Background: an optimization exercise with open tools, aiming at small area and a short achievable clock period. Do not read the settings as production practice.
Only simulation tests tie the RTL to the original design; equivalence was not proved.

File: flow/flow/run.sh
#!/bin/bash
# Own flow: the standard layout (standard.sh: the standard synthesis and every ORFS step
# unchanged), except that the port buffers that ORFS's buffer_ports inserts during placement
# are the library's smallest buffer, sky130_fd_sc_hd__buf_1 (ORFS's BUFFER_PORTS_ARGS), instead
# of the cell the resizer picks by default. Every input and output port still gets a buffer.
set -euo pipefail
bash standard.sh "BUFFER_PORTS_ARGS=-buffer_cell sky130_fd_sc_hd__buf_1" finish > layout.log 2>&1
File: flow/standard.sh
#!/bin/bash
# synth_recipe.tcl (not shown) runs the flow's synth.tcl, then flattens the netlist and writes it again
# the make line also repeats each setting of config.mk as NAME=value (left out here)
make -C /OpenROAD-flow-scripts/flow DESIGN_CONFIG=/design/flow/config.mk WORK_HOME=/design/flow/orfs CLKGATE_MAP_FILE= SYNTH_SCRIPT=/design/flow/synth_recipe.tcl "${@:-finish}"
File: flow/config.mk
export PLATFORM = sky130hd
export DESIGN_NAME = sparc_alu_reg
export DESIGN_NICKNAME = sparc_alu_reg
export VERILOG_FILES = /design/flow/design.v
export SDC_FILE = /design/flow/constraint.sdc
export NUM_CORES = 8
export LEC_CHECK = 0
export ABC_AREA = 1
export CAP_MARGIN = 60
export CORE_MARGIN = 2
export CORE_UTILIZATION = 55
export SLEW_MARGIN = 60
File: flow/constraint.sdc
create_clock -name core_clock -period 400.0 [get_ports {clk}]
set_input_delay 80.0000 -clock core_clock [delete_from_list [all_inputs] [get_ports {clk}]]
set_output_delay 80.0000 -clock core_clock [all_outputs]
set_load 0.01 [all_outputs]
File: flow/design.v
module sparc_alu_reg (
    input             clk,
    input      [31:0] valA_in,
    input      [31:0] valB_in,
    input      [1:0]  op_in,
    input      [2:0]  op2_in,
    input      [21:0] imm22_in,
    input      [5:0]  op3_in,
    input             i_in,
    input      [12:0] simm13_in,
    input      [31:0] pc_in,
    input             a_in,
    input      [3:0]  cond_in,
    input      [29:0] disp30_in,
    input      [3:0]  icc_in,
    input      [31:0] y_in,
    output reg [63:0] res_out,
    output reg [31:0] target_out,
    output reg        mux_sel_out,
    output reg [3:0]  icc_out,
    output reg [31:0] y_out,
    output reg        a_out,
    output reg        trap_out
);
    reg [31:0] r_valA, r_valB, r_pc, r_y;
    reg [1:0]  r_op;
    reg [2:0]  r_op2;
    reg [21:0] r_imm22;
    reg [5:0]  r_op3;
    reg        r_i, r_a;
    reg [12:0] r_simm13;
    reg [3:0]  r_cond, r_icc;
    reg [29:0] r_disp30;
    wire [63:0] w_res;
    wire [31:0] w_target, w_y;
    wire        w_mux_sel, w_a, w_trap;
    wire [3:0]  w_icc;
    always @(posedge clk) begin
        r_valA   <= valA_in;
        r_valB   <= valB_in;
        r_op     <= op_in;
        r_op2    <= op2_in;
        r_imm22  <= imm22_in;
        r_op3    <= op3_in;
        r_i      <= i_in;
        r_simm13 <= simm13_in;
        r_pc     <= pc_in;
        r_a      <= a_in;
        r_cond   <= cond_in;
        r_disp30 <= disp30_in;
        r_icc    <= icc_in;
        r_y      <= y_in;
        res_out     <= w_res;
        target_out  <= w_target;
        mux_sel_out <= w_mux_sel;
        icc_out     <= w_icc;
        y_out       <= w_y;
        a_out       <= w_a;
        trap_out    <= w_trap;
    end
    ALU alu (
        .ALU_valA_in(r_valA), .ALU_valB_in(r_valB), .ALU_op_in(r_op),
        .ALU_op2_in(r_op2), .ALU_imm22_in(r_imm22), .ALU_op3_in(r_op3),
        .ALU_i_in(r_i), .ALU_simm13_in(r_simm13), .ALU_res_out(w_res),
        .ALU_PC_in(r_pc), .ALU_a_in(r_a), .ALU_cond_in(r_cond),
        .ALU_rd_in(5'd0), .ALU_disp30_in(r_disp30),
        .ALU_target_address_out(w_target), .ALU_mux_sel_out(w_mux_sel),
        .clk(clk), .reset(1'b0), .ALU_icc_in(r_icc), .ALU_icc_out(w_icc),
        .ALU_Y_in(r_y), .ALU_Y_out(w_y), .ALU_a_out(w_a),
        .ALU_trap_out(w_trap)
    );
endmodule

module alu_fa (input A, input B, input CIN, output SUM, output COUT);
	assign SUM  = A ^ B ^ CIN;
	assign COUT = (A & B) | (A & CIN) | (B & CIN);
endmodule
module alu_rca #(parameter W = 32) (
	input  [W-1:0] a,
	input  [W-1:0] b,
	input          ci,
	output [W-1:0] s,
	output         co
);
	wire [W:0] c;
	assign c[0] = ci;
	genvar i;
	generate for (i = 0; i < W; i = i + 1) begin : g
		alu_fa fa (.A(a[i]), .B(b[i]), .CIN(c[i]), .SUM(s[i]), .COUT(c[i+1]));
	end endgenerate
	assign co = c[W];
endmodule
module alu_rca0 #(parameter W = 32) (
	input  [W-1:0] a,
	input  [W-1:0] b,
	output [W-1:0] s,
	output         co
);
	wire [W:0] c;
	assign s[0] = a[0] ^ b[0];
	assign c[1] = a[0] & b[0];
	genvar i;
	generate for (i = 1; i < W; i = i + 1) begin : g
		alu_fa fa (.A(a[i]), .B(b[i]), .CIN(c[i]), .SUM(s[i]), .COUT(c[i+1]));
	end endgenerate
	assign co = c[W];
endmodule
module alu_add_sk #(parameter W = 32) (
	input  [W-1:0] a,
	input  [W-1:0] b,
	input          ci,
	output [W-1:0] s,
	output         co
);
	localparam L = W > 32 ? 6 : W > 16 ? 5 : W > 8 ? 4 : W > 4 ? 3 : W > 2 ? 2 : 1;
	wire [W-1:0] g [0:L];
	wire [W-1:0] p [0:L];
	assign g[0] = a & b;
	assign p[0] = a ^ b;
	genvar l, i;
	generate for (l = 0; l < L; l = l + 1) begin : lv
		for (i = 0; i < W; i = i + 1) begin : nd
			if ((i >> l) % 2 == 1) begin : c
				assign g[l+1][i] = g[l][i] | (p[l][i] & g[l][((i >> l) << l) - 1]);
				assign p[l+1][i] = p[l][i] & p[l][((i >> l) << l) - 1];
			end else begin : n
				assign g[l+1][i] = g[l][i];
				assign p[l+1][i] = p[l][i];
			end
		end
	end endgenerate
	wire [W:0] c;
	assign c[0] = ci;
	generate for (i = 0; i < W; i = i + 1) begin : cc
		assign c[i+1] = g[L][i] | (p[L][i] & ci);
	end endgenerate
	assign s = p[0] ^ c[W-1:0];
	assign co = c[W];
endmodule
module alu_add_mx #(parameter W = 32) (
	input  [W-1:0] a,
	input  [W-1:0] b,
	input          ci,
	output [W-1:0] s,
	output         co
);
	localparam L = W > 32 ? 6 : W > 16 ? 5 : W > 8 ? 4 : W > 4 ? 3 : W > 2 ? 2 : 1;
	wire [W-1:0] g [0:L];
	wire [W-1:0] p [0:L];
	assign g[0] = a;
	assign p[0] = a ^ b;
	genvar l, i;
	generate for (l = 0; l < L; l = l + 1) begin : lv
		for (i = 0; i < W; i = i + 1) begin : nd
			if ((i >> l) % 2 == 1) begin : c
				assign g[l+1][i] = p[l][i] ? g[l][((i >> l) << l) - 1] : g[l][i];
				assign p[l+1][i] = p[l][i] & p[l][((i >> l) << l) - 1];
			end else begin : n
				assign g[l+1][i] = g[l][i];
				assign p[l+1][i] = p[l][i];
			end
		end
	end endgenerate
	wire [W:0] c;
	assign c[0] = ci;
	generate for (i = 0; i < W; i = i + 1) begin : cc
		assign c[i+1] = p[L][i] ? ci : g[L][i];
	end endgenerate
	assign s = p[0] ^ c[W-1:0];
	assign co = c[W];
endmodule
module alu_carry #(parameter W = 32) (
	input  [W-1:0] a,
	input  [W-1:0] b,
	output         co
);
	function automatic [1:0] gp(input integer lo, input integer n, input [W-1:0] x, input [W-1:0] y);
		reg [1:0] h, l;
		begin
			if (n == 1) gp = {x[lo] & y[lo], x[lo] | y[lo]};
			else begin
				l = gp(lo, n / 2, x, y);
				h = gp(lo + n / 2, n - n / 2, x, y);
				gp = {h[1] | (h[0] & l[1]), h[0] & l[0]};
			end
		end
	endfunction
	wire [1:0] r = gp(0, W, a, b);
	assign co = r[1];
endmodule
module alu_qsel (input [6:0] est, input [7:0] ds, output qp1, output qp2, output qn1, output qn2);
	function automatic ge7(input [6:0] x, input [6:0] c);
		logic r;
		integer i;
		begin
			r = 1'b1;
			for (i = 0; i < 7; i = i + 1)
				if (c[i] ^ (i == 6)) r = (x[i] ^ (i == 6)) & r;
				else r = (x[i] ^ (i == 6)) | r;
			ge7 = r;
		end
	endfunction
	wire gm1 = (ds[0] & ge7(est, 7'd115)) | (ds[1] & ge7(est, 7'd113)) | (ds[2] & ge7(est, 7'd112)) | (ds[3] & ge7(est, 7'd111)) | (ds[4] & ge7(est, 7'd109)) | (ds[5] & ge7(est, 7'd108)) | (ds[6] & ge7(est, 7'd107)) | (ds[7] & ge7(est, 7'd105));
	wire g0 = (ds[0] & ge7(est, 7'd123)) | (ds[1] & ge7(est, 7'd123)) | (ds[2] & ge7(est, 7'd123)) | (ds[3] & ge7(est, 7'd123)) | (ds[4] & ge7(est, 7'd120)) | (ds[5] & ge7(est, 7'd120)) | (ds[6] & ge7(est, 7'd120)) | (ds[7] & ge7(est, 7'd120));
	wire g1 = (ds[0] & ge7(est, 7'd4)) | (ds[1] & ge7(est, 7'd4)) | (ds[2] & ge7(est, 7'd4)) | (ds[3] & ge7(est, 7'd4)) | (ds[4] & ge7(est, 7'd6)) | (ds[5] & ge7(est, 7'd6)) | (ds[6] & ge7(est, 7'd6)) | (ds[7] & ge7(est, 7'd6));
	wire g2 = (ds[0] & ge7(est, 7'd12)) | (ds[1] & ge7(est, 7'd14)) | (ds[2] & ge7(est, 7'd15)) | (ds[3] & ge7(est, 7'd17)) | (ds[4] & ge7(est, 7'd19)) | (ds[5] & ge7(est, 7'd20)) | (ds[6] & ge7(est, 7'd22)) | (ds[7] & ge7(est, 7'd24));
	assign qp2 = g2;
	assign qp1 = g1 & ~g2;
	assign qn1 = gm1 & ~g0;
	assign qn2 = ~gm1;
endmodule
module alu_qsel2 (input [6:0] est, input [27:0] thr, output qp1, output qp2, output qn1, output qn2);
	function automatic ge(input [6:0] x, input [6:0] y);
		reg [6:0] a, b, g, p;
		reg [6:0] G, P;
		integer i;
		begin
			a = x ^ 7'h40;
			b = ~(y ^ 7'h40);
			g = a & b;
			p = a | b;
			G[0] = g[0] | p[0];
			for (i = 1; i < 7; i = i + 1) G[i] = g[i] | (p[i] & G[i-1]);
			ge = G[6];
		end
	endfunction
	wire gm1 = ge(est, thr[6:0]);
	wire g0  = ge(est, thr[13:7]);
	wire g1  = ge(est, thr[20:14]);
	wire g2  = ge(est, thr[27:21]);
	assign qp2 = g2;
	assign qp1 = g1 & ~g2;
	assign qn1 = gm1 & ~g0;
	assign qn2 = ~gm1;
endmodule
module alu_add7 (input [6:0] a, input [6:0] b, input ci, output [6:0] s, output co);
	wire [6:0] p = a ^ b;
	wire [6:0] P1, G1, P2, G2, P3, G3;
	genvar i;
	generate for (i = 0; i < 7; i = i + 1) begin : l
		if (i % 2 == 1) begin : o1
			assign P1[i] = p[i] & p[i-1];
			assign G1[i] = p[i] ? a[i-1] : a[i];
		end else begin : e1
			assign P1[i] = p[i];
			assign G1[i] = a[i];
		end
		if (i % 4 >= 2) begin : o2
			assign P2[i] = P1[i] & P1[(i/4)*4+1];
			assign G2[i] = P1[i] ? G1[(i/4)*4+1] : G1[i];
		end else begin : e2
			assign P2[i] = P1[i];
			assign G2[i] = G1[i];
		end
		if (i >= 4) begin : o3
			assign P3[i] = P2[i] & P2[3];
			assign G3[i] = P2[i] ? G2[3] : G2[i];
		end else begin : e3
			assign P3[i] = P2[i];
			assign G3[i] = G2[i];
		end
	end endgenerate
	wire [6:0] c = {(P3[5:0] & {6{ci}}) | (~P3[5:0] & G3[5:0]), ci};
	assign s = p ^ c;
	assign co = P3[6] ? ci : G3[6];
endmodule
module alu_sm (input qp1, input qp2, input qn1, input qn2, output pos, output m1, output m2);
	assign pos = qp1 | qp2;
	assign m1 = qp1 | qn1;
	assign m2 = qp2 | qn2;
endmodule
module alu_srt_win (
	input  [6:0] ti,      
	input  [1:0] ys2,     
	input  [1:0] yc2,     
	input  [7:0] ds,      
	input  [6:0] dt,      
	input        cl,      
	input        mul,     
	input  [3:0] bs,      
	output [6:0] to,      
	output       hc,      
	output       ac,      
	output       qp1, qp2, qn1, qn2
);
	wire sp1, sp2, sn1, sn2;
	alu_qsel q (.est(ti), .ds(ds), .qp1(sp1), .qp2(sp2), .qn1(sn1), .qn2(sn2));
	assign qp1 = mul ? bs[3] : sp1;
	assign qp2 = mul ? bs[2] : sp2;
	assign qn1 = mul ? bs[1] : sn1;
	assign qn2 = mul ? bs[0] : sn2;
	wire [6:0] d1 = {1'b0, dt[6:1]};
	wire [6:0] d2 = dt;
	wire [6:0] m = (~d1 & {7{qp1}}) | (d1 & {7{qn1}}) | (~d2 & {7{qp2}}) | (d2 & {7{qn2}});
	wire [2:0] p = {ys2[1] & yc2[1] | (ys2[0] & yc2[0] & (ys2[1] ^ yc2[1])),
	                ys2[1] ^ yc2[1] ^ (ys2[0] & yc2[0]), ys2[0] ^ yc2[0]};
	wire [5:0] ic;
	wire [4:0] ui;
	assign ic[0] = p[2];
	genvar j;
	generate for (j = 0; j < 5; j = j + 1) begin : inc
		assign ui[j] = ti[j] ^ ic[j];
		assign ic[j+1] = p[2] & (&ti[j:0]);
	end endgenerate
	assign hc = ic[5];
	alu_add7 ta (.a({ui, p[1:0]}), .b(m), .ci(cl), .s(to), .co(ac));
endmodule
module alu_srt_step #(parameter FIRST = 0) (
	input  [6:0]  ti,
	input  [25:0] si,
	input  [25:0] ci,
	input  [1:0]  nb,     
	input  [31:0] dn,     
	input  [7:0]  ds,
	input         mul,
	input  [3:0]  bs,
	output [6:0]  to,
	output [25:0] so,
	output [25:0] co,
	output        hc, ac,
	output        qp1, qp2, qn1, qn2
);
	wire [27:0] ys = {si, nb};
	wire [27:0] yc = {ci, 2'b00};
	wire [25:0] mj;
	alu_srt_win win (.ti(ti), .ys2(ys[27:26]), .yc2(yc[27:26]), .ds(ds), .dt(dn[31:25]),
		.cl(mj[25]), .mul(mul), .bs(bs), .to(to), .hc(hc), .ac(ac),
		.qp1(qp1), .qp2(qp2), .qn1(qn1), .qn2(qn2));
	wire lpos, lm1, lm2;
	alu_sm sm (.qp1(qp1), .qp2(qp2), .qn1(qn1), .qn2(qn2), .pos(lpos), .m1(lm1), .m2(lm2));
	wire [25:0] d1 = dn[25:0];
	wire [25:0] d2 = {dn[24:0], 1'b0};
	wire [25:0] m;
	assign m[25] = (~d1[25] & qp1) | (d1[25] & qn1) | (~d2[25] & qp2) | (d2[25] & qn2);
	assign m[24:0] = ((d1[24:0] & {25{lm1}}) | (d2[24:0] & {25{lm2}})) ^ {25{lpos}};
	genvar i;
	generate for (i = 0; i < 26; i = i + 1) begin : b
		if (FIRST || i < 2) begin : h
			assign so[i] = ys[i] ^ m[i];
			assign mj[i] = ys[i] & m[i];
		end else if (i == 25) begin : t
			wire ms = ((d1[i] & lm1) | (d2[i] & lm2)) ^ lpos;
			assign so[i] = ys[i] ^ yc[i] ^ ms;
			assign mj[i] = (ys[i] & yc[i]) | (m[i] & (ys[i] | yc[i]));
		end else begin : f
			alu_fa fa (.A(ys[i]), .B(yc[i]), .CIN(m[i]), .SUM(so[i]), .COUT(mj[i]));
		end
	end endgenerate
	assign co = {mj[24:0], lpos};
endmodule
module alu_div_norm (
	input  [31:0] d,
	output [31:0] dn,
	output [4:0]  lz,
	output [7:0]  ds
);
	wire z16 = ~|d[31:16];
	wire [15:0] h16 = z16 ? d[15:0] : d[31:16];
	wire z8 = ~|h16[15:8];
	wire [7:0] h8 = z8 ? h16[7:0] : h16[15:8];
	wire z4 = ~|h8[7:4];
	wire [3:0] h4 = z4 ? h8[3:0] : h8[7:4];
	wire z2 = ~|h4[3:2];
	wire [1:0] h2 = z2 ? h4[1:0] : h4[3:2];
	wire z1 = ~h2[1];
	assign lz = {z16, z8, z4, z2, z1};
	wire [31:0] d_1 = z16 ? {d[15:0], 16'b0} : d;
	wire [31:0] d_2 = z8 ? {d_1[23:0], 8'b0} : d_1;
	wire [31:0] d_3 = z4 ? {d_2[27:0], 4'b0} : d_2;
	wire [31:0] d_4 = z2 ? {d_3[29:0], 2'b0} : d_3;
	assign dn = z1 ? {d_4[30:0], 1'b0} : d_4;
	assign ds = 8'b1 << dn[30:28];
endmodule
module alu_div_fin (
	input  [6:0]  t,
	input  [25:0] s,
	input  [25:0] c,
	input  [31:0] d,      
	input  [31:0] dn,     
	input  [4:0]  lz,
	input  [31:0] qp,
	input  [31:0] qn,
	output [31:0] q,
	output        sat,
	output [32:0] pl,
	output        plc
);
	wire [32:0] rem;
	alu_add_mx #(33) ar (.a({t, s}), .b({7'b0, c}), .ci(1'b0), .s(rem), .co(plc));
	assign pl = rem;
	wire neg = rem[32];
	wire qc;
	alu_add_mx #(32) aq (.a(qp), .b(~qn), .ci(~neg), .s(q), .co(qc));
	wire [32:0] ge;
	wire [31:0] dz;
	genvar i;
	generate for (i = 0; i < 33; i = i + 1) begin : st
		assign ge[i] = i >= lz;
		if (i == 0) begin : z
			assign dz[i] = 1'b1;
		end else if (i < 32) begin : nz
			assign dz[i] = dz[i-1] & ~d[i-1];
		end
	end endgenerate
	wire [31:0] dm1 = d ^ dz;                     
	wire eq2 = rem == ge;
	wire eq1 = (d == 32'd2 && rem == 33'h040000000) || (d == 32'd3 && rem == 33'h080000000);
	wire qd;
	alu_carry #(32) qdc (.a(q), .b(dm1), .co(qd));
	assign sat = (eq1 | eq2) & qd;
endmodule
module alu_muldiv (
	input  [63:0] n,      
	input  [31:0] d,      
	input  [31:0] a,      
	input  [31:0] b,      
	input         mul,    
	output [31:0] q,
	output        sat,
	output [63:0] p
);
	wire [31:0] dn;
	wire [4:0] lz;
	wire [7:0] ds;
	alu_div_norm norm (.d(d), .dn(dn), .lz(lz), .ds(ds));
	wire [31:0] x = mul ? a : dn;
	wire [63:0] nm = n & {64{~mul}};
	wire [79:0] n_1 = lz[4] ? {nm, 16'b0} : {16'b0, nm};
	wire [87:0] n_2 = lz[3] ? {n_1, 8'b0} : {8'b0, n_1};
	wire [91:0] n_3 = lz[2] ? {n_2, 4'b0} : {4'b0, n_2};
	wire [93:0] n_4 = lz[1] ? {n_3, 2'b0} : {2'b0, n_3};
	wire [94:0] nn  = lz[0] ? {n_4, 1'b0} : {1'b0, n_4};
	wire [34:0] bx = {2'b0, b, 1'b0};
	wire [3:0] bsel [0:32];
	genvar k;
	generate for (k = 0; k < 33; k = k + 1) begin : bd
		if (k <= 16) begin : d
			wire b2 = bx[2*k+2], b1 = bx[2*k+1], b0 = bx[2*k];
			assign bsel[k] = {b2 & (b1 ^ b0), b2 & ~b1 & ~b0, ~b2 & (b1 ^ b0), ~b2 & b1 & b0};
		end else begin : z
			assign bsel[k] = 4'b0;
		end
	end endgenerate
	wire [6:0]  t [0:33];
	wire [25:0] s [0:33];
	wire [25:0] c [0:33];
	wire [32:0] qp1, qp2, qn1, qn2, hc, ac;
	assign t[33] = {4'b0, nn[94:92]};
	assign s[33] = nn[91:66];
	assign c[33] = 26'b0;
	generate for (k = 32; k >= 0; k = k - 1) begin : st
		alu_srt_step #(.FIRST(k == 32)) step (.ti(t[k+1]), .si(s[k+1]), .ci(c[k+1]),
			.nb(nn[2*k+1:2*k]), .dn(x), .ds(ds), .mul(mul), .bs(bsel[k]), .to(t[k]), .so(s[k]),
			.co(c[k]), .hc(hc[k]), .ac(ac[k]), .qp1(qp1[k]), .qp2(qp2[k]), .qn1(qn1[k]), .qn2(qn2[k]));
	end endgenerate
	wire [31:0] qp, qn;
	generate for (k = 0; k < 16; k = k + 1) begin : qd
		assign qp[2*k+1:2*k] = {qp2[k], qp1[k]};
		assign qn[2*k+1:2*k] = {qn2[k], qn1[k]};
	end endgenerate
	wire [32:0] pl;
	wire plc;
	alu_div_fin fin (.t(t[0]), .s(s[0]), .c(c[0]), .d(d), .dn(dn), .lz(lz), .qp(qp), .qn(qn),
		.q(q), .sat(sat), .pl(pl), .plc(plc));
	wire [30:0] v1, v2, v3;
	generate for (k = 0; k < 16; k = k + 1) begin : hi
		assign v1[2*k] = t[k+1][5];
		assign v2[2*k] = hc[k] ^ ac[k];
		assign v3[2*k] = ~(qp1[k] | qp2[k]);
		if (k < 15) begin : u
			assign v1[2*k+1] = t[k+1][6];
			assign v2[2*k+1] = hc[k] & ac[k];
			assign v3[2*k+1] = 1'b1;
		end
	end endgenerate
	wire [30:0] hs = v1 ^ v2 ^ v3;
	wire [30:0] hk = (v1 & v2) | (v1 & v3) | (v2 & v3);
	wire [30:0] ph;
	wire phc;
	alu_add_mx #(31) ah (.a(hs), .b({hk[29:0], 1'b1}), .ci(plc), .s(ph), .co(phc));
	assign p = {ph, pl};
endmodule
module ALU
(
	input [31:0] ALU_valA_in,
	input [31:0] ALU_valB_in,
	input [1:0] ALU_op_in,
	input [2:0] ALU_op2_in,
	input [21:0] ALU_imm22_in,
	input [5:0] ALU_op3_in,
	input ALU_i_in,
	input [12:0] ALU_simm13_in,
	output logic [63:0] ALU_res_out,
	input [31:0] ALU_PC_in,
	input ALU_a_in,
	input [3:0] ALU_cond_in,
	input [4:0] ALU_rd_in,
	input [29:0] ALU_disp30_in,
	output logic [31:0] ALU_target_address_out,
	output logic ALU_mux_sel_out,
	input clk, 
	input reset,
	input [3:0] ALU_icc_in,
	output logic [3:0] ALU_icc_out,
	input [31:0] ALU_Y_in,
	output logic [31:0] ALU_Y_out,
	output logic ALU_a_out,
	output logic ALU_trap_out
);
	wire [31:0] A = ALU_valA_in;
	wire [31:0] B = ALU_i_in ? {{19{ALU_simm13_in[12]}}, ALU_simm13_in} : ALU_valB_in;
	wire [31:0] Y = ALU_Y_in;
	wire [5:0] op3 = ALU_op3_in;
	wire [3:0] cond = ALU_cond_in;
	wire [3:0] icc = ALU_icc_in;
	wire f3 = ALU_op_in == 2'b10;
	wire is_call = ALU_op_in == 2'b01;
	wire is_sethi = ALU_op_in == 2'b00 && ALU_op2_in == 3'b100;
	wire is_br = ALU_op_in == 2'b00 && ALU_op2_in == 3'b010;
	wire o_logic = f3 && op3[5] == 1'b0 && op3[3] == 1'b0 && op3[1:0] != 2'b00;
	wire o_logcc = o_logic && op3[4];
	wire o_sub   = f3 && (op3 == 6'b000100 || op3 == 6'b010100 || op3 == 6'b001100 || op3 == 6'b011100 ||
	                      op3 == 6'b100001 || op3 == 6'b100011);
	wire o_usec  = f3 && (op3 == 6'b001000 || op3 == 6'b011000 || op3 == 6'b001100 || op3 == 6'b011100);
	wire o_arcc  = f3 && (op3 == 6'b010000 || op3 == 6'b011000 || op3 == 6'b010100 || op3 == 6'b011100 ||
	                      op3 == 6'b100000 || op3 == 6'b100001 || op3 == 6'b100100);
	wire o_tag   = f3 && (op3 == 6'b100000 || op3 == 6'b100001);
	wire o_tagtv = f3 && (op3 == 6'b100010 || op3 == 6'b100011);
	wire o_mulscc = f3 && op3 == 6'b100100;
	wire o_shift = f3 && (op3 == 6'b100101 || op3 == 6'b100110 || op3 == 6'b100111);
	wire o_umul  = f3 && (op3 == 6'b001010 || op3 == 6'b011010);
	wire o_smul  = f3 && (op3 == 6'b001011 || op3 == 6'b011011);
	wire o_mulcc = f3 && (op3 == 6'b011010 || op3 == 6'b011011);
	wire o_udiv  = f3 && (op3 == 6'b001110 || op3 == 6'b011110);
	wire o_sdiv  = f3 && (op3 == 6'b001111 || op3 == 6'b011111);
	wire o_udivcc = f3 && op3 == 6'b011110;
	wire o_sdivcc = f3 && op3 == 6'b011111;
	wire o_jmpl  = f3 && op3 == 6'b111000;
	wire o_rdy   = f3 && op3 == 6'b101000;
	wire o_wry   = f3 && op3 == 6'b110000;
	wire o_trap  = f3 && op3 == 6'b111010;
	wire [31:0] ax = o_mulscc ? {1'b0, A[31:1]} : A;
	wire [31:0] bx = o_mulscc ? (B & {32{Y[0]}}) : B;
	wire cuse = o_usec & icc[0];
	wire [31:0] sum;
	wire cout;
	wire binv = o_sub | (o_logic & op3[2]);   
	wire [31:0] bi = bx ^ {32{binv}};
	alu_rca #(32) add (.a(ax), .b(bi), .ci(cuse ^ o_sub), .s(sum), .co(cout));
	wire r32 = cout ^ o_sub;   
	wire [63:0] res_add = {{31{o_sub & r32}}, r32, sum};
	wire [31:0] bl = bi;
	wire [31:0] lres = op3[1:0] == 2'b01 ? (A & bl) : op3[1:0] == 2'b10 ? (A | bl) : (A ^ bl);
	wire lhi = op3[2] & op3[1];   
	wire [63:0] res_log = {{32{lhi}}, lres};
	wire [4:0] sh = B[4:0];
	wire left = op3[1:0] == 2'b01;
	wire [31:0] shm = 32'b1 << (left ? sh : ~sh);
	wire [31:0] ger;   
	genvar gi;
	generate for (gi = 0; gi < 32; gi = gi + 1) begin : thermo
		assign ger[gi] = gi + sh > 31;
	end endgenerate
	wire sgn = op3[1] & op3[0] & A[31];   
	wire [63:0] prod;
	wire [31:0] dq;
	wire sat;    
	alu_muldiv md (.n({Y, A}), .d(B), .a(A), .b(o_shift ? shm : B), .mul(o_umul | o_smul | o_shift),
		.q(dq), .sat(sat),
		.p(prod));
	wire s_pc   = is_call | o_jmpl;
	wire s_div  = o_udiv | o_sdiv;
	wire s_mul  = o_umul | o_smul;
	wire s_none = s_pc | is_sethi | o_logic | o_shift | s_mul | s_div | o_rdy | o_wry | o_trap;
	wire s_add  = ~s_none;
	wire [31:0] dres = dq | {32{sat & o_udiv}};
	assign ALU_res_out[31:0] = ({32{s_add}} & sum) | ({32{s_pc}} & ALU_PC_in) |
		({32{is_sethi}} & {ALU_imm22_in, 10'b0}) | ({32{o_logic}} & lres) |
		({32{o_shift & left}} & prod[31:0]) |
		({32{o_shift & ~left}} & (prod[62:31] | ({32{sgn}} & ger))) |
		({32{s_mul}} & prod[31:0]) | ({32{s_div}} & dres) |
		({32{o_rdy}} & Y);
	assign ALU_res_out[63:32] = ({32{s_add}} & {{31{o_sub & r32}}, r32}) | ({32{o_logic & lhi}}) |
		({32{o_shift & left}} & prod[63:32]) | ({32{o_shift & sgn}}) | ({32{o_umul}} & prod[63:32]) |
		({32{o_smul & prod[31]}}) | ({32{o_wry}} & (A ^ B));
	wire zadd = ~r32 & ~|sum;
	wire ovf = ~(A[31] ^ B[31] ^ o_sub) & (A[31] ^ sum[31]);
	wire tag = A[0] | A[1] | B[0] | B[1];
	wire zdq = ~|dq;
	always_comb begin
		ALU_icc_out = icc;
		if (o_logcc) ALU_icc_out[2] = ~lhi & ~|lres;
		if (o_arcc) ALU_icc_out = {sum[31], zadd, ovf | (o_tag & tag), r32};
		if (o_tagtv && !(tag || ovf)) ALU_icc_out = {sum[31], zadd, 1'b0, r32};
		if (o_mulcc) ALU_icc_out = {prod[31], ~|prod[31:0], 2'b00};
		if (o_udivcc) ALU_icc_out = {dq[31] | sat, zdq & ~sat, sat, 1'b0};
		if (o_sdivcc) ALU_icc_out = {dq[31], zdq, 2'b00};
	end
	assign ALU_Y_out = o_mulscc ? {A[0], Y[31:1]} : Y;
	wire cn = icc[3], cz = icc[2], cv = icc[1], cc = icc[0];
	logic base;
	always_comb begin
		case (cond[2:0])
			3'd0: base = 1'b0;
			3'd1: base = cz;
			3'd2: base = cz | (cn ^ cv);
			3'd3: base = cn ^ cv;
			3'd4: base = cc | cz;
			3'd5: base = cc;
			3'd6: base = cn;
			default: base = cv;
		endcase
	end
	wire take = base ^ cond[3];
	wire ttake = cond == 4'b0100 ? (cc | cz | cn) : cond == 4'b0110 ? 1'b0 : take;
	wire [29:0] off = is_call ? ALU_disp30_in : {{8{ALU_imm22_in[21]}}, ALU_imm22_in};
	wire [29:0] pct;
	wire pcc;
	alu_rca0 #(30) tadd (.a(ALU_PC_in[31:2]), .b(off), .s(pct), .co(pcc));
	assign ALU_target_address_out = o_jmpl ? sum : (is_call || is_br) ? {pct, ALU_PC_in[1:0]} : 32'b0;
	assign ALU_mux_sel_out = is_call | o_jmpl | (is_br & take);
	assign ALU_a_out = ALU_a_in & ~is_call & ~(is_br & take & (cond[2:0] != 3'b000));
	assign ALU_trap_out = o_trap & ttake;
endmodule
==> results of run 1 <==
## kinds of logic after synthesis
logic type                 after synthesis
and+or+nand+nor                       7947
AOI/OAI and AO/OA                     2461
buffers and inverters                 2840
muxes                                   17
DFF                                    349
adders and majority gates             1230
xor gates and xnor gates              1035
## synthesized netlist by cell type (all sizes together) (193+ instances only)
| library cell | n | area (µm²) |
|---|---|---|
| o22ai | 841 | 5260 |
| a21oi | 255 | 1570 |
| xor2 | 867 | 7680 |
| nand3 | 1318 | 7930 |
| o21ai | 932 | 5040 |
| dfxtp | 349 | 6990 |
| ha | 387 | 4840 |
| inv | 2001 | 7660 |
| fa | 842 | 16900 |
| buf | 193 | 1320 |
| clkbuf | 561 | 3880 |
| nand2 | 5052 | 23200 |
| nor2 | 1162 | 5490 |
## worst reg2reg max path: cells and delay by family, from the launching register on
family,cells,cell delay (ns)
simple gates,273,33.37
fa+ha+maj,64,21.86
buf+inv,60,10.54
compound gates,38,8.27
xor+xnor,25,5.39
flops,1,0.31
## final timing paths
| kind | from | to | depth (start not counted) |
|---|---|---|---|
| setup / recovery | res_out[24] | res_out[24] | 1 |
| hold / removal | r_a | a_out | 2 |
| hold reg to reg | r_a | a_out | 2 |
| setup reg to reg | r_i | res_out[29] | 460 |
## per-stage QoR
stage                     utilization  instances  instance area [µm²]  setup WS [ns]  hold slack (ns)
after floorplan                     -      15900               107000         319.67            0.410
after global placement          0.561      18300               108000         319.49            0.433
after detailed placement        0.570      18300               110000         319.49            0.432
after CTS                       0.575      18400               111000         318.87            0.445
after global routing            0.578      18400               111000         315.61            0.470
final                           0.578      18400               111000         318.88            0.443
## registers in the layout, indices dropped and copies added (netlist names)
name,flops
r_y,32
r_icc,4
res_out,64
r_a,1
r_pc,32
r_i,1
target_out,32
y_out,32
r_simm13,13
icc_out,4
r_imm22,22
r_disp30,30
r_op3,6
r_valB,32
r_valA,32
a_out,1
mux_sel_out,1
r_cond,4
trap_out,1
r_op,2
r_op2,3
## per-layer routing
metal	vias up	part of all wire	global-route usage
li1	51200	-	-
met1	54400	0.36	0.602
met2	8541	0.41	0.702
met3	2058	0.15	0.168
met4	30	0.085	0.339
met5	-	0.00042	0
## layout make-up
cell class	instances	area share
flip-flops and latches	349	0.0628
well taps	2526	0.0284
clock inverters	13	0.00108
repair buffers	680	0.0390
diodes	50	0.00112
inverters	2080	0.0738
clock buffers	39	0.00730
multi-input cells	12700	0.787
==> notes.md, run 1 <==
- For this block, the via count after detailed routing is 116,000.
- Data arrives at the worst endpoint at about 1.1 ns.
- The average vias per placed instance is around 6.3.
- The layout-stage area growth over the synthesis result is 4.48%.
- Adding up every negative setup slack in the final design gives 0 ns.
- The area of the multi-input gates is just under 90,000 µm².
- The first global-routing pass estimated between 700,000 and 800,000 µm of wire.
- The clock tree skew after final layout is between 0.03 and 0.04 ns.
- The clock root buffer is clkbuf_16.
- The region available for standard cell placement spans 193,000 µm².
- The fraction of layout instances using a drive strength above 1 is 0.177.
- Counting every instance in the synthesized netlist gives 15,900.
- Clock-pin slew was measured on the worst setup and hold paths at ~0.070 ns.
- The layout filler cell count is ~19,000.
- The clock net in this run drives a total of approximately 350 sinks.
- The HPWL after detailed placement is roughly 390,000 µm.
- The number of port buffers is 349.
- The per-instance average area after synthesis is 6.72 µm².
- In this run the worst hold path is classified as flop to flop.
- The average detailed-routed wire length per instance is ~27 µm.
- The remaining antenna violation count is 0.
- Buffers inserted during clock tree synthesis total 29.
- The horizontal extent of the die is around 440 µm.
- The worst setup path is of the flop to output pin kind.
- The final clock period utilization by the worst path is 0.203.
- Counting flops with a built-in enable in the synthesized netlist gives 0.
- The compound-gate portion of the synthesized area is 0.146.
- The pin count of the biggest net entering global routing is 95.
- Walking the worst path, the cells encountered are buf_1.
- The final weighted congestion in routability-driven placement is 1.09.
- The critical path data required time is ~320 ns.
- Of the total synthesized cell area, the portion taken by XOR and XNOR cells is 0.0864.
- The worst register-to-register path has a setup slack of 320.24 ns.
- The library cell used most frequently in the layout, excluding fill and tap cells, is nand2_1.
- The depth of the CTS H-tree is 1.
- The clock latency at the later pin of the worst-skew pair is slightly below 0.6 ns.
- Before antenna repair, the detailed router went through 10 iterations.
- The floorplan has about 160 rows.
- In this run the deepest clock path goes through 3 buffers.
- The count of boundary I/O pins is between 300 and 400.
- The total of cells resized after clock tree synthesis is 0.
- The worst setup path is captured at an output pin.
- Subtracting the final worst setup slack from the clock period gives about 81 ns.
- The number of buffers inserted for hold repair after clock tree synthesis is 0.
- The share of the Yosys chip area taken by registers is 0.0655.
- Summed over all layers, the global routing overflow is 0.
- The initial antenna violation count came to 42.
- For this run, the total global-route usage over all layers was measured as 0.485.
- Setup repair after global routing left no endpoint under its margin.
- In this run the worst path has a maximum fanout of 1.
- The run finished with no timing, DRC or antenna violations.
- The tightest slew margin relative to the limit is 0.538.
- The mapped netlist covers ~110,000 µm².
- The transition time of the tightest slew-check pin is approximately 0.69 ns.
- The area of the die is 197,000 µm².
- The sequential cells in the finished layout cover a total of 6990 µm².
- For this run, design rule violations remaining after detail routing come to 0.
- Synthesis instantiated between 100 and 150 different standard cells from the library.
- Among all flip-flop cells after synthesis, the most frequent one is dfxtp_1.
- For this configuration, the core starts out at a cell density of 0.554.
- TritonCTS built the clock tree.
- Across the run, the number of max-cap violations was 0.
- The worst setup path is launched from a flop.
- Of all flip-flops after synthesis, the portion carrying an async set or reset was 0.
- Once the clock tree was built, the setup fixing pass inserted 0 buffers.
- The first-iteration detailed-routing DRC count is roughly 16,000.
- The count of synthesis-stage warnings from yosys is 8.
- The fmax is 12.3 MHz.
- The multiplexer share of the synthesized area is 0.00168.
- For this block, the routed nets add up to about 500,000 µm of wire.
- Synthesis produced a netlist with a net count of 17,300.
- The final count of pins violating max slew is 0.
- The number of nets in the layout is approximately 17,000.
- The number of buffers and inverters on the critical path is 1.
- The largest family of logic cells by synthesized area is simple AND/OR/NAND/NOR gates.
- The count of final setup violators is 0.
- Of the total synthesized cell area, the portion taken by full adders, half adders and majority gates is 0.204.
- The number of register bits inferred by synthesis is approximately 350.
- The die boundary height is about 440 µm.
- The maximum cell stage delay along the critical path is roughly 0.34 ns.
- The cell type group with the largest total delay on the critical path is flip-flops.
- The slowest stage of the critical path is the dfxtp_1 cell.
- In the layout the commonest cells are 3,840 x nand2_1, 1,730 x inv_1, 1,095 x nand3_1.
- Of the total synthesized cell area, the portion taken by AND, OR, NAND and NOR gates is 0.371.
- The number of global-route vias before repair is about 110k.
- The number of failing hold endpoints at the final stage was 0.
==> run 2, diff against run 1 <==
--- a/flow/config.mk
+++ b/flow/config.mk
@@ -10,3 +10,4 @@
 export CORE_MARGIN = 2
 export CORE_UTILIZATION = 55
+export PLACE_DENSITY = 0.72
 export SLEW_MARGIN = 60
==> notes.md, run 2 <==
- The run finished with no timing, DRC or antenna violations.
- The signal on the critical path passes through buf_1.
- The final weighted congestion in routability-driven placement was 1.10 (+1.1%).
- The number of port buffers is 349 (unchanged).
- The maximum cell stage delay along the critical path is 0.31 ns (-0.03 ns).
- By count the netlist is led by 3,848 x nand2_1, 1,767 x inv_1, 1,096 x nand3_1.
- STA classifies the critical path endpoint as an output pin.
- The clock root buffer is clkbuf_16.
- The final count of pins violating max slew is 0 (unchanged).
- The number of flops mapped to enable cells by yosys is 0 (unchanged).
- The largest buffer count on any clock path is 3 (unchanged).
- The number of search-and-repair iterations in the first detailed-routing pass is 10 (unchanged).
- The number of post-CTS setup repair buffers was 0 (unchanged).
- The post-synthesis instance area is 107,000 µm² (unchanged).
- The number of register bits inferred by synthesis was 349 (unchanged).
- The critical path data required time was 320.00 ns (about the same).
- The clock latency at the later pin of the worst-skew pair is 0.56 ns (-0.03 ns).
- The gate count of the mapped netlist is 15,900 (unchanged).
- The remaining antenna violation count was 0 (unchanged).
- The fmax came to 12.3 MHz (about the same).
- The proportion of register bits with asynchronous set or reset after synthesis is 0 (unchanged).
- The number of nets in the layout is 17,300 (-0.0058%).
- The final clock period utilization by the worst path came to 0.203 (about the same).
- The standard cell with the maximum stage delay on the critical path is dfxtp_1.
- The global route total overflow is 0 (unchanged).
- The HPWL after detailed placement is 371,000 µm (-5.6%).
- The wire length of the first global-routing pass is 682,000 µm (-4.9%).
- The count of distinct cell types in the synthesized netlist is 115 (unchanged).
- In this design, the largest share of critical-path delay is due to flip-flops.
- The class of the worst hold path is flop to flop.
- The overall routing resource usage is 0.459 (-0.0263).
- The most used flip-flop cell after synthesis is dfxtp_1.
- The most common cell after layout, fill and taps aside is nand2_1.
- The number of failing hold endpoints at the final stage is 0 (unchanged).
- The average vias per placed instance is 6.13 (-2.8%).
- The worst setup path is launched from a flop.
- Setup repair after global routing left no endpoint under its margin.
- The initial antenna violation count is 28 (-33%).
- The class of the most critical setup path is flop to output pin.
- The fraction of layout instances using a drive strength above 1 is 0.176 (-0.000768).
- The setup total negative slack is 0 ns (unchanged).
- The starting utilization of the core area came to 0.554 (unchanged).
- The total of cells resized after clock tree synthesis is 0 (unchanged).
- The average detailed-routed wire length per instance is 25.4 µm (-5.7%).
- The top-area cell type share of the netlist area is 0.158 (unchanged).
- The number of global-route vias before repair was 103,000 (-4.9%).
- The count of synthesis-stage warnings from yosys is 8 (unchanged).
- The layout-stage area growth over the synthesis result is 4.21%.
- The clock slew at the register clock pins of the worst setup and hold paths is 0.06 ns (about the same).
- The total via count after detailed routing came to 113,000 (-2.9%).
- The final core utilization is 0.577 (-0.00149).
- The arrival time at the worst endpoint was 1.09 ns (-0.03 ns).
- The pin count of the biggest net entering global routing is 103 (+8.4%).
- The TritonCTS sink count was 349 (unchanged).
- The number of design rule violations left after detail routing was 0 (unchanged).
- The count of boundary I/O pins is 350 (unchanged).
- The worst-path maximum fanout is 1 (unchanged).
- The number of buffers inserted for hold repair after clock tree synthesis came to 0 (unchanged).
- The transition time of the tightest slew-check pin is 0.680 ns (-0.0135 ns).
- The tightest slew margin relative to the limit was 0.545 (+0.00744).
- The share of the yosys chip area belonging to registers was 0.0655 (unchanged).
- The post-detailed-routing wire length came to 467,000 µm (-5.9%).
- The per-instance average area after synthesis came to 6.72 µm² (unchanged).
- The minimum clock period after layout was 81.09 ns (-0.0300 ns).
- The register name with the most flops is res_out.
- The count of final setup violators came to 0 (unchanged).
- The core area is 193,000 µm² (unchanged).
- The net count of the mapped netlist is 17,300 (unchanged).
- The area of the die is 197,000 µm² (unchanged).
- The library cells used most frequently in the layout, excluding fill and tap cells, are 3,841 x nand2_1, 1,743 x inv_1, 1,095 x nand3_1.
- The depth of the CTS H-tree is 2 (+1).
- fa_1 takes more of the synthesized area than any other cell.
- By area the synthesized netlist is led by fa_1 16%, nand2_1 14%, xor2_1 7.0%, dfxtp_1 6.6%, inv_1 6.2%.
- The clock tree skew after final layout came to 0.0261 ns (-0.00451 ns).
- The number of flip-flops in the largest register is 64 (unchanged).
- The number of buffers added by the clock tree synthesis step came to 34 (+17%).
- The number of buffers and inverters on the critical path is 1 (unchanged).
- The number of max-cap violations is 0 (unchanged).
- TritonCTS built the clock tree.
- The floorplan row count is 161 (unchanged).
- The worst hold slack came to 0.451 ns (+0.00799 ns).
- The horizontal extent of the die was 444 µm (unchanged).
- The die boundary height came to 444 µm (unchanged).
- The first-iteration detailed-routing DRC count was 16,200 (+2.0%).
- The dominant cell by count in the synthesized netlist is nand2_1.
run 2: cell type report:
cell class,instances,area [µm²]
well taps,2526,3160
repair buffers,674,4220
clock buffers,42,972
inverters,2080,8230
flip-flops and latches,349,6990
diodes,25,62.6
fillers,19100,81500
clock inverters,17,216
multi-input cells,12700,87300
run 2: routing by layer:
layer  track usage  part of all wire
met1         0.591              0.37
met2         0.643              0.39
met4         0.304             0.084
met3         0.161              0.15
met5             0           0.00022
run 2: worst paths after layout:
| check | slack [ns] | to | start | depth (start not counted) |
|---|---|---|---|---|
| setup / recovery | 318.91 | res_out[29] | res_out[29] | 1 |
| hold / removal | 0.45 | y_out[21] | r_y[22] | 2 |
| setup reg to reg | 320.43 | res_out[15] | r_i | 459 |
| hold reg to reg | 0.45 | y_out[21] | r_y[22] | 2 |
run 2: cell families after synthesis:
group	synth area share
AO/OA/AOI/OAI	0.146
XOR/XNOR	0.0864
adder cells (fa/ha/maj)	0.204
buffers and inverters	0.126
flip-flops	0.0655
multiplexers	0.00168
AND/OR/NAND/NOR	0.371
run 2: stage by stage:
stage               worst slack (ns)  std cells  instance area (µm²)
floorplan                     319.67      15900               107000
global placement              319.49      18300               108000
detailed placement            319.49      18300               109000
CTS                           318.92      18400               111000
global route                  315.34      18400               111000
finish                        318.91      18400               111000
run 2: tightest hold or removal path: stages, from the launching register on:
cell and delay [ns]:
dfxtp_1 0.31, nand2_1 0.06, nand2_1 0.04
==> run 3, diff against run 2 <==
--- a/flow/config.mk
+++ b/flow/config.mk
@@ -10,4 +10,4 @@
 export CORE_MARGIN = 2
 export CORE_UTILIZATION = 55
-export PLACE_DENSITY = 0.72
+export PLACE_DENSITY = 0.85
 export SLEW_MARGIN = 60
==> notes.md, run 3 <==
- The flow ran to the end and the layout has no timing, DRC or antenna violations.
- The share of the yosys chip area belonging to registers is 0.0655 (unchanged).
- The overall routing resource usage is 0.435 (-0.0243).
- The largest individual stage delay along the critical path comes from the cell dfxtp_1.
- The first-iteration detailed-routing DRC count is 16,100 (-0.70%).
- The wire length of the first global-routing pass is 656,000 µm (-3.8%).
- The pin count of the biggest net entering global routing is 116 (+13%).
- The number of global-route vias before repair is 105,000 (+1.8%).
- The dominant cell by count in the synthesized netlist is nand2_1.
- The clock root buffer is clkbuf_16.
- The launch point of the worst hold path is r_y[10].
- The number of buffers inserted for hold repair after clock tree synthesis came to 0 (unchanged).
- The gate count of the mapped netlist is 15,900 (unchanged).
- The clock slew at the register clock pins of the worst setup and hold paths was 0.08 ns (+0.02 ns).
- The number of search-and-repair iterations in the first detailed-routing pass was 13 (+3).
- The number of register bits inferred by synthesis was 349 (unchanged).
- The post-synthesis instance area was 107,000 µm² (unchanged).
- The minimum clock period after layout is 81.19 ns (+0.106 ns).
- The fraction of layout instances using a drive strength above 1 is 0.174 (-0.00225).
- The number of port buffers is 349 (unchanged).
- The final worst-path setup slack is 318.81 ns (-0.106 ns).
- The total of cells resized after clock tree synthesis was 0 (unchanged).
- The final count of pins violating max slew is 0 (unchanged).
- The initial antenna violation count is 33 (+18%).
- The top-area cell type share of the netlist area is 0.158 (unchanged).
- The largest buffer count on any clock path was 3 (unchanged).
- The post-detailed-routing wire length is 444,000 µm (-4.9%).
- The fmax is 12.3 MHz (-0.13%).
- The register area is 6990 µm² (about the same).
- Of all cell types, the one taking the most synthesized area is fa_1.
- The number of nets in the layout is 17,300 (-0.12%).
- The slack of the worst reg-to-reg path was 319.10 ns (-1.33 ns).
- The count of final setup violators came to 0 (unchanged).
- The post-placement setup slack was 319.50 ns (+0.0130 ns).
- The final weighted congestion in routability-driven placement is 1.14 (+3.6%).
- The per-instance average area after synthesis is 6.72 µm² (unchanged).
- The most common cell after layout, fill and taps aside is nand2_1.
- The floorplan row count is 161 (unchanged).
- The count of distinct cell types in the synthesized netlist was 115 (unchanged).
- The final design instance area without fill came to 111,000 µm² (-0.16%).
- The number of buffers added by the clock tree synthesis step was 30 (-12%).
- The cell type group with the largest total delay on the critical path is flip-flops.
- The tightest slew margin relative to the limit came to 0.526 (-0.0193).
- The number of max-cap violations came to 0 (unchanged).
- The tightest min-delay check is of the flop to flop type.
- The clock latency at the later pin of the worst-skew pair came to 0.61 ns (+0.05 ns).
- The worst-path maximum fanout is 1 (unchanged).
- The remaining antenna violation count was 0 (unchanged).
- The number of buffers and inverters on the critical path is 1 (unchanged).
- The register name with the most flops is res_out.
- The average detailed-routed wire length per instance is 24.1 µm (-4.8%).
- The number of flops mapped to enable cells by yosys was 0 (unchanged).
- The library cells used most frequently in the layout, excluding fill and tap cells, are 3,842 x nand2_1, 1,739 x inv_1, 1,094 x nand3_1.
- The setup total negative slack is 0 ns (unchanged).
- By area the synthesized netlist is led by fa_1 16%, nand2_1 14%, xor2_1 7.0%, dfxtp_1 6.6%, inv_1 6.2%.
- The number of design rule violations left after detail routing is 0 (unchanged).
- The die boundary height came to 444 µm (unchanged).
- The depth of the CTS H-tree is 1 (-1).
- In this run the critical register-to-register path is launched from r_i.
- After synthesis, the most frequently instantiated cells are 3,848 x nand2_1, 1,767 x inv_1, 1,096 x nand3_1.
- The number of flip-flops in the largest register is 64 (unchanged).
- The layout filler cell count is 17,900 (-6.2%).
- Walking the worst path, the cells encountered are buf_1.
- The number of failing hold endpoints at the final stage was 0 (unchanged).
- The transition time of the tightest slew-check pin came to 0.703 ns (+0.0239 ns).
- The clock tree skew after final layout is 0.0462 ns (+0.0201 ns).
- The proportion of register bits with asynchronous set or reset after synthesis is 0 (unchanged).
- STA classifies the critical path startpoint as a flop.
- The final clock period utilization by the worst path came to 0.203 (+0.000265).
- The global route total overflow came to 0 (unchanged).
- Setup repair after global routing left no endpoint under its margin.
- The net count of the mapped netlist is 17,300 (unchanged).
- The layout-stage area growth over the synthesis result is 4.04%.
- The HPWL after detailed placement is 343,000 µm (-7.5%).
- The area of the multi-input gates is 87,300 µm² (about the same).
- The starting utilization of the core area is 0.554 (unchanged).
- The beginning of the critical path is trap_out.
- The final core utilization is 0.576 (-0.000942).
- The TritonCTS sink count is 349 (unchanged).
- The class of the most critical setup path is flop to output pin.
- The area of the die is 197,000 µm² (unchanged).
- The count of boundary I/O pins is 350 (unchanged).
- The critical path data required time was 320.00 ns (about the same).
- The clock tree from TritonCTS is yes.
- The horizontal extent of the die is 444 µm (unchanged).
- The total via count after detailed routing is 114,000 (+1.4%).
- The count of synthesis-stage warnings from yosys came to 8 (unchanged).
- The worst setup path is captured at an output pin.
- The area after detailed placement is 109,000 µm² (about the same).
- The most used flip-flop cell after synthesis is dfxtp_1.
- The core area is 193,000 µm² (unchanged).
- The maximum cell stage delay along the critical path is 0.36 ns (+0.05 ns).
- The average vias per placed instance was 6.22 (+1.4%).
- The arrival time at the worst endpoint is 1.19 ns (+0.10 ns).
- The number of post-CTS setup repair buffers is 0 (unchanged).
run 3: cell counts after synthesis:
Identical to the previous run, type by type.
run 3: kinds of logic (layout without fill, tap and decap cells):
kind of cell	after synthesis	in the layout	synth area share
simple gates	7947	7947	0.371
mux	17	17	0.00168
flops	349	349	0.0655
xor+xnor	1035	1035	0.0864
buf+inv	2840	2794	0.126
fa+ha+maj	1230	1230	0.204
compound gates	2461	2461	0.146
other cells	0	30	0
run 3: through the flow:
step,hold slack (ns),std cells
floorplan,0.410,15900
global placement,0.480,18300
detailed placement,0.465,18300
CTS,0.494,18400
global route,0.507,18400
finish,0.509,18400
run 3: area by class of cell:
| class | count | share of cell area |
|---|---|---|
| clock inverters | 19 | 0.00335 |
| inverters | 2080 | 0.0741 |
| repair buffers | 658 | 0.0362 |
| diodes | 30 | 0.000677 |
| clock buffers | 37 | 0.00736 |
| well taps | 2526 | 0.0285 |
| multi-input cells | 12700 | 0.787 |
| flip-flops and latches | 349 | 0.0630 |
run 3: tightest hold or removal path, cell delays in order (launching register included):
cell and delay [ns]:
dfxtp_1 0.35, nand2_1 0.06, o21ai_0 0.06
run 3: path summary, 6_finish.rpt:
kind / end / depth (start not counted)
min: y_out[9] / 2
min reg2reg: y_out[9] / 2
max: trap_out / 1
max reg2reg: res_out[2] / 446
run 3: per-layer routing:
layer | routed length (µm) | share of wire | track usage
met5 | 319 | 0.00072 | 0.00220
met3 | 74600 | 0.17 | 0.176
met2 | 172000 | 0.39 | 0.603
met1 | 154000 | 0.35 | 0.534
met4 | 43300 | 0.098 | 0.330
==> run 4, diff against run 3 <==
--- a/flow/config.mk
+++ b/flow/config.mk
@@ -10,4 +10,5 @@
 export CORE_MARGIN = 2
 export CORE_UTILIZATION = 55
-export PLACE_DENSITY = 0.85
+export CTS_BUF_LIST = sky130_fd_sc_hd__clkbuf_4
+export PLACE_DENSITY = 0.72
 export SLEW_MARGIN = 60
==> notes.md, run 4 <==
- The arrival time at the worst endpoint is 1.37 ns (+0.18 ns).
- The multiplexer share of the synthesized area is 0.00168 (unchanged).
- The count of final setup violators is 0 (unchanged).
- The fraction of layout instances using a drive strength above 1 is 0.179 (+0.00512).
- The number of post-CTS setup repair buffers is 0 (unchanged).
- STA classifies the critical path startpoint as a flop.
- The layout-stage area growth over the synthesis result came to 4.07% (about the same).
- The first-iteration detailed-routing DRC count is 15,400 (-4.1%).
- The remaining antenna violation count is 0 (unchanged).
- The core area is 193,000 µm² (unchanged).
- The most common cell after layout, fill and taps aside is nand2_1.
- The global route total overflow was 0 (unchanged).
- In the synthesized netlist, the cells that appear most often are 3,848 x nand2_1, 1,767 x inv_1, 1,096 x nand3_1.
- The clock tree from TritonCTS is yes.
- The proportion of register bits with asynchronous set or reset after synthesis was 0 (unchanged).
- The run finished with no timing, DRC or antenna violations.
- The count of synthesis-stage warnings from yosys is 8 (unchanged).
- The number of flops mapped to enable cells by yosys is 0 (unchanged).
- The clock tree skew after final layout is 0.0779 ns (+0.0317 ns).
- The standard cell with the maximum stage delay on the critical path is dfxtp_1.
- Yosys attributes the largest share of cell area to fa_1 16%, nand2_1 14%, xor2_1 7.0%, dfxtp_1 6.6%, inv_1 6.2%.
- The number of failing hold endpoints at the final stage is 0 (unchanged).
- The total of cells resized after clock tree synthesis is 0 (unchanged).
- The share of the yosys chip area belonging to registers came to 0.0655 (unchanged).
- The number of buffers inserted for hold repair after clock tree synthesis is 0 (unchanged).
- The number of search-and-repair iterations in the first detailed-routing pass is 9 (-4).
- The clock latency at the later pin of the worst-skew pair is 0.86 ns (+0.25 ns).
- The depth of the CTS H-tree is 3 (+2).
- The transition time of the tightest slew-check pin is 0.697 ns (-0.00593 ns).
- The wire length on met1 is 174,000 µm (+13%).
- The count of boundary I/O pins is 350 (unchanged).
- The average detailed-routed wire length per instance is 25.3 µm (+4.8%).
- The number of global-route vias before repair is 104,000 (-1.2%).
- The area after detailed placement is 109,000 µm² (about the same).
- The number of design rule violations left after detail routing is 0 (unchanged).
- The simple-gate share of the synthesized area is 0.371 (unchanged).
- The highest metal layer used by the detailed router is met5.
- The starting utilization of the core area is 0.554 (unchanged).
- The depth of the worst hold-timing path is 2 (unchanged).
- The critical path data required time is 320.00 ns (about the same).
- The largest family of logic cells by synthesized area is simple AND/OR/NAND/NOR gates.
- The final clock period utilization by the worst path came to 0.203 (+0.000452).
- In this run the critical register-to-register path is captured at res_out[13].
- The critical path is of the flop to output pin type.
- In the layout the commonest cells are 3,841 x nand2_1, 1,743 x inv_1, 1,095 x nand3_1.
- The wire length of the first global-routing pass came to 684,000 µm (+4.2%).
- The adder-cell area share of the yosys netlist is 0.204 (unchanged).
- The clock root buffer is clkbuf_4.
- The average vias per placed instance is 6.13 (-1.5%).
- On the critical path the largest part of the delay comes from flip-flops.
- The compound-gate portion of the synthesized area is 0.146 (unchanged).
- The net count of the mapped netlist is 17,300 (unchanged).
- The overall routing resource usage is 0.460 (+0.0256).
- The per-instance average area after synthesis is 6.72 µm² (unchanged).
- For hold timing, the worst endpoint is a_out.
- The final weighted congestion in routability-driven placement came to 1.10 (-3.4%).
- The class of the worst hold path is flop to flop.
- The post-synthesis instance area is 107,000 µm² (unchanged).
- The number of buffers and inverters on the critical path is 1 (unchanged).
- The maximum cell stage delay along the critical path is 0.32 ns (-0.04 ns).
- The tightest slew margin relative to the limit is 0.532 (+0.00579).
- The top-area cell type share of the netlist area is 0.158 (unchanged).
- The total via count after detailed routing is 113,000 (-0.96%).
- The worst-path maximum fanout is 1 (unchanged).
- The HPWL after detailed placement is 371,000 µm (+8.1%).
- The routed length on met2 came to 184,000 µm (+7.2%).
- The post-detailed-routing wire length is 468,000 µm (+5.4%).
- The number of register bits inferred by synthesis is 349 (unchanged).
- The startpoint identified for the worst register-to-register timing path is r_i.
- The amount of wire on met3 after detailed routing is 70,600 µm (-5.4%).
- The critical path goes through buf_1.
- The biggest area contributor in the post-synthesis netlist is fa_1.
- The minimum clock period after layout is 81.37 ns (+0.181 ns).
- The number of flip-flops in the largest register was 64 (unchanged).
- The area of the die came to 197,000 µm² (unchanged).
- The most frequently used flop master after synthesis is dfxtp_1.
- The count of distinct cell types in the synthesized netlist is 115 (unchanged).
- The fmax is 12.3 MHz (-0.22%).
- The number of port buffers is 349 (unchanged).
- The parity-gate share of the synthesized area counting xor and xnor cells is 0.0864 (unchanged).
- The clock slew at the register clock pins of the worst setup and hold paths is 0.07 ns (about the same).
- The number of max-cap violations was 0 (unchanged).
- STA classifies the critical path endpoint as an output pin.
- The TritonCTS sink count is 349 (unchanged).
- The register with the most flip-flops in the final layout is res_out.
- The horizontal extent of the die is 444 µm (unchanged).
- The largest buffer count on any clock path was 3 (unchanged).
- The worst-case reg-to-reg path depth came to 453 (+1.6%).
- The dominant cell by count in the synthesized netlist is nand2_1.
- The die boundary height came to 444 µm (unchanged).
- The gate count of the mapped netlist came to 15,900 (unchanged).
- The number of nets in the layout is 17,300 (+0.41%).
- The slack of the worst reg-to-reg path is 320.44 ns (+1.34 ns).
- The initial antenna violation count was 32 (-3.0%).
- The number of buffers added by the clock tree synthesis step is 83 (+180%).
- The pin count of the biggest net entering global routing came to 103 (-11%).
- The final count of pins violating max slew is 0 (unchanged).
- The startpoint identified for the worst hold timing path is r_a.
- Setup repair after global routing left no endpoint under its margin.
- The setup total negative slack is 0 ns (unchanged).
- The floorplan row count came to 161 (unchanged).
- The final design instance area without fill is 111,000 µm² (about the same).
run 4: cell counts after synthesis:
Identical to the previous run, type by type.
run 4: worst max path at each step:
stage                      from           to  slack (ns)  cells past startpoint
floorplan                 a_out        a_out      319.67                      0
global placement    res_out[29]  res_out[29]      319.49                      1
detailed placement  res_out[29]  res_out[29]      319.49                      1
CTS                 res_out[52]  res_out[52]      318.60                      1
global route                r_i  res_out[17]      315.12                    462
finish              res_out[19]  res_out[19]      318.63                      1
run 4: layout make-up:
cell class	count	area, µm²
antenna	23	57.6
clock buffer	111	833
clock inverter	34	193
fill	19200	81600
inverter	2080	8230
multi-input combinational	12700	87300
sequential	349	6990
tap	2526	3160
timing repair buffer	675	4220
run 4: cells by family (layout without fill, tap and decap cells):
family / Yosys count / count (layout)
other: 0 / 23
DFF: 349 / 349
muxes: 17 / 17
and+or+nand+nor: 7947 / 7947
adders and majority gates: 1230 / 1230
xor gates and xnor gates: 1035 / 1035
buffers and inverters: 2840 / 2900
AOI/OAI and AO/OA: 2461 / 2461
run 4: tightest hold or removal path: cells and delay by family (launching register included):
kind             cells  cell delay (ns)
AND/OR/NAND/NOR      2             0.10
flip-flops           1             0.31
run 4: per-stage QoR:
stage | hold WS (ns) | worst slack (ns) | utilization | std cells
floorplan | 0.410 | 319.67 | - | 15900
global placement | 0.426 | 319.49 | 0.562 | 18300
detailed placement | 0.437 | 319.49 | 0.568 | 18300
CTS | 0.451 | 318.60 | 0.573 | 18500
global route | 0.477 | 315.12 | 0.576 | 18500
finish | 0.436 | 318.63 | 0.576 | 18500
run 4: routing by layer:
metal / track usage / vias up
met1: 0.590 / 52300
met2: 0.645 / 7849
met4: 0.306 / 24
met5: 0 / -
met3: 0.165 / 1740
li1: - / 51300
==> run 5, diff against run 4 <==
--- a/flow/config.mk
+++ b/flow/config.mk
@@ -10,5 +10,5 @@
 export CORE_MARGIN = 2
 export CORE_UTILIZATION = 55
-export CTS_BUF_LIST = sky130_fd_sc_hd__clkbuf_4
+export CTS_BUF_LIST = sky130_fd_sc_hd__clkbuf_8
 export PLACE_DENSITY = 0.72
 export SLEW_MARGIN = 60
==> notes.md, run 5 <==
- The flow ran to the end and the layout has no timing, DRC or antenna violations.
- The total via count after detailed routing is 113,000 (-0.096%).
- The cell type with the highest aggregate area in the netlist is fa_1.
- The maximum cell stage delay along the critical path is 0.35 ns (+0.03 ns).
- The first-iteration detailed-routing DRC count came to 16,800 (+8.8%).
- The setup total negative slack came to 0 ns (unchanged).
- The count of final setup violators is 0 (unchanged).
- The area of the die is 197,000 µm² (unchanged).
- More flip-flops sit in one register than any other, and that register is res_out.
- The number of nets in the layout is 17,300 (-0.19%).
- The initial antenna violation count was 35 (+9.4%).
- The clock slew at the register clock pins of the worst setup and hold paths came to 0.08 ns (about the same).
- The average vias per placed instance is 6.13 (+0.16%).
- The fraction of layout instances using a drive strength above 1 came to 0.176 (-0.00262).
- The pin count of the biggest net entering global routing came to 103 (unchanged).
- The net count of the mapped netlist is 17,300 (unchanged).
- The clock tree skew after final layout is 0.0620 ns (-0.0159 ns).
- The final count of pins violating max slew is 0 (unchanged).
- The total of cells resized after clock tree synthesis came to 0 (unchanged).
- The number of buffers and inverters on the critical path is 1 (unchanged).
- The library cell used most frequently in the layout, excluding fill and tap cells, is nand2_1.
- The TritonCTS sink count is 349 (unchanged).
- The clock latency at the later pin of the worst-skew pair is 0.65 ns (-0.21 ns).
- The share of the yosys chip area belonging to registers was 0.0655 (unchanged).
- The count of synthesis-stage warnings from yosys is 8 (unchanged).
- The register area is 6990 µm² (about the same).
- The starting utilization of the core area is 0.554 (unchanged).
- The kind of end point of the critical path is an output pin.
- The minimum clock period after layout came to 81.22 ns (-0.149 ns).
- The number of port buffers came to 349 (unchanged).
- The layout-stage area growth over the synthesis result was 4.14% (about the same).
- Among cell families on the critical path, the largest total delay comes from flip-flops.
- The floorplan row count is 161 (unchanged).
- The most frequently used flop master after synthesis is dfxtp_1.
- After synthesis, the most frequently instantiated cells are 3,848 x nand2_1, 1,767 x inv_1, 1,096 x nand3_1.
- The dominant cell by count in the synthesized netlist is nand2_1.
- The horizontal extent of the die is 444 µm (unchanged).
- The arrival time at the worst endpoint came to 1.22 ns (-0.15 ns).
- The number of flops mapped to enable cells by yosys is 0 (unchanged).
- The number of search-and-repair iterations in the first detailed-routing pass is 7 (-2).
- The top-area cell type share of the netlist area is 0.158 (unchanged).
- The number of buffers inserted for hold repair after clock tree synthesis was 0 (unchanged).
- The wire length of the first global-routing pass was 682,000 µm (-0.23%).
- The tightest slew margin relative to the limit was 0.509 (-0.0225).
- The post-synthesis instance area is 107,000 µm² (unchanged).
- The critical path data required time was 320.00 ns (about the same).
- The count of distinct cell types in the synthesized netlist came to 115 (unchanged).
- The fmax is 12.3 MHz (+0.18%).
run 5: changes by cell type in the layout (fill, tap and decap cells not counted), moves of 3 or more:
| cell | previous run | this run |
|---|---|---|
| buf_12 | 12 | 9 |
| bufinv_16 | 1 | 4 |
| clkbuf_4 | 111 | 0 |
| clkbuf_8 | 0 | 61 |
| clkinv_1 | 61 | 39 |
| diode_2 | 23 | 28 |
| inv_1 | 1743 | 1766 |
run 5: layout make-up:
class | count | share of cell area
multi-input combinational | 12700 | 0.786
inverter | 2080 | 0.0741
sequential | 349 | 0.0630
timing repair buffer | 673 | 0.0378
tap | 2526 | 0.0285
clock buffer | 61 | 0.00756
clock inverter | 34 | 0.00242
antenna | 28 | 0.000631
run 5: worst paths after layout:
path,startpoint,endpoint,cells past startpoint,slack [ns]
max,res_out[19],res_out[19],1,318.78
min,r_y[22],y_out[21],2,0.46
max reg2reg,r_i,res_out[22],460,320.61
min reg2reg,r_y[22],y_out[21],2,0.46
run 5: through the flow:
stage / setup WS, ns / hold slack [ns] / util
final: 318.78 / 0.456 / 0.577
after global routing: 315.53 / 0.475 / 0.576
after CTS: 318.82 / 0.452 / 0.574
after detailed placement: 319.49 / 0.437 / 0.568
after global placement: 319.49 / 0.426 / 0.562
after floorplan: 319.67 / 0.410 / -
run 5: layer usage:
layer / track usage / part of all wire
met2: 0.642 / 0.39
met4: 0.306 / 0.085
met3: 0.158 / 0.15
met5: 0.00269 / 0.00050
met1: 0.593 / 0.37
run 5: cell families after synthesis:
logic type               synth area share
AND/OR/NAND/NOR                     0.371
buffers and inverters               0.126
AO/OA/AOI/OAI                       0.146
adder cells (fa/ha/maj)             0.204
XOR/XNOR                           0.0864
flip-flops                         0.0655
multiplexers                      0.00168

## port drivers added, routing unchanged
The flow's constraints put no driver on any port. The routed layouts listed below were extracted and timed again, unchanged, in two steps. Step 1 assumes that a clkbuf_16 drives the clock port and a buf_2 every other input. Step 2 times the ports against the registers' clock, not the clock port: input delays grow and output delays shrink by t, the midpoint of the rising clock arrivals with the driver on. Three values: ideal, step 1, step 2; two values: the first two.
run	shift t [ns]	setup WS [ns]	worst setup path after step 2	latest minus earliest clock arrival (ns)	pins driven straight from the clock port
run 1	0.639	318.884 / 318.821 / 319.459	register to output	0.030 / 0.031	1
run 2	0.603	318.914 / 318.853 / 319.456	register to output	0.027 / 0.026	1
run 3	0.639	318.808 / 318.758 / 319.097	register to register	0.047 / 0.047	1
run 4	0.885	318.627 / 318.563 / 319.448	register to output	0.077 / 0.078	1
run 5	0.690	318.776 / 318.710 / 319.400	register to output	0.062 / 0.062	1
After both steps setup and hold are still met in every run listed.
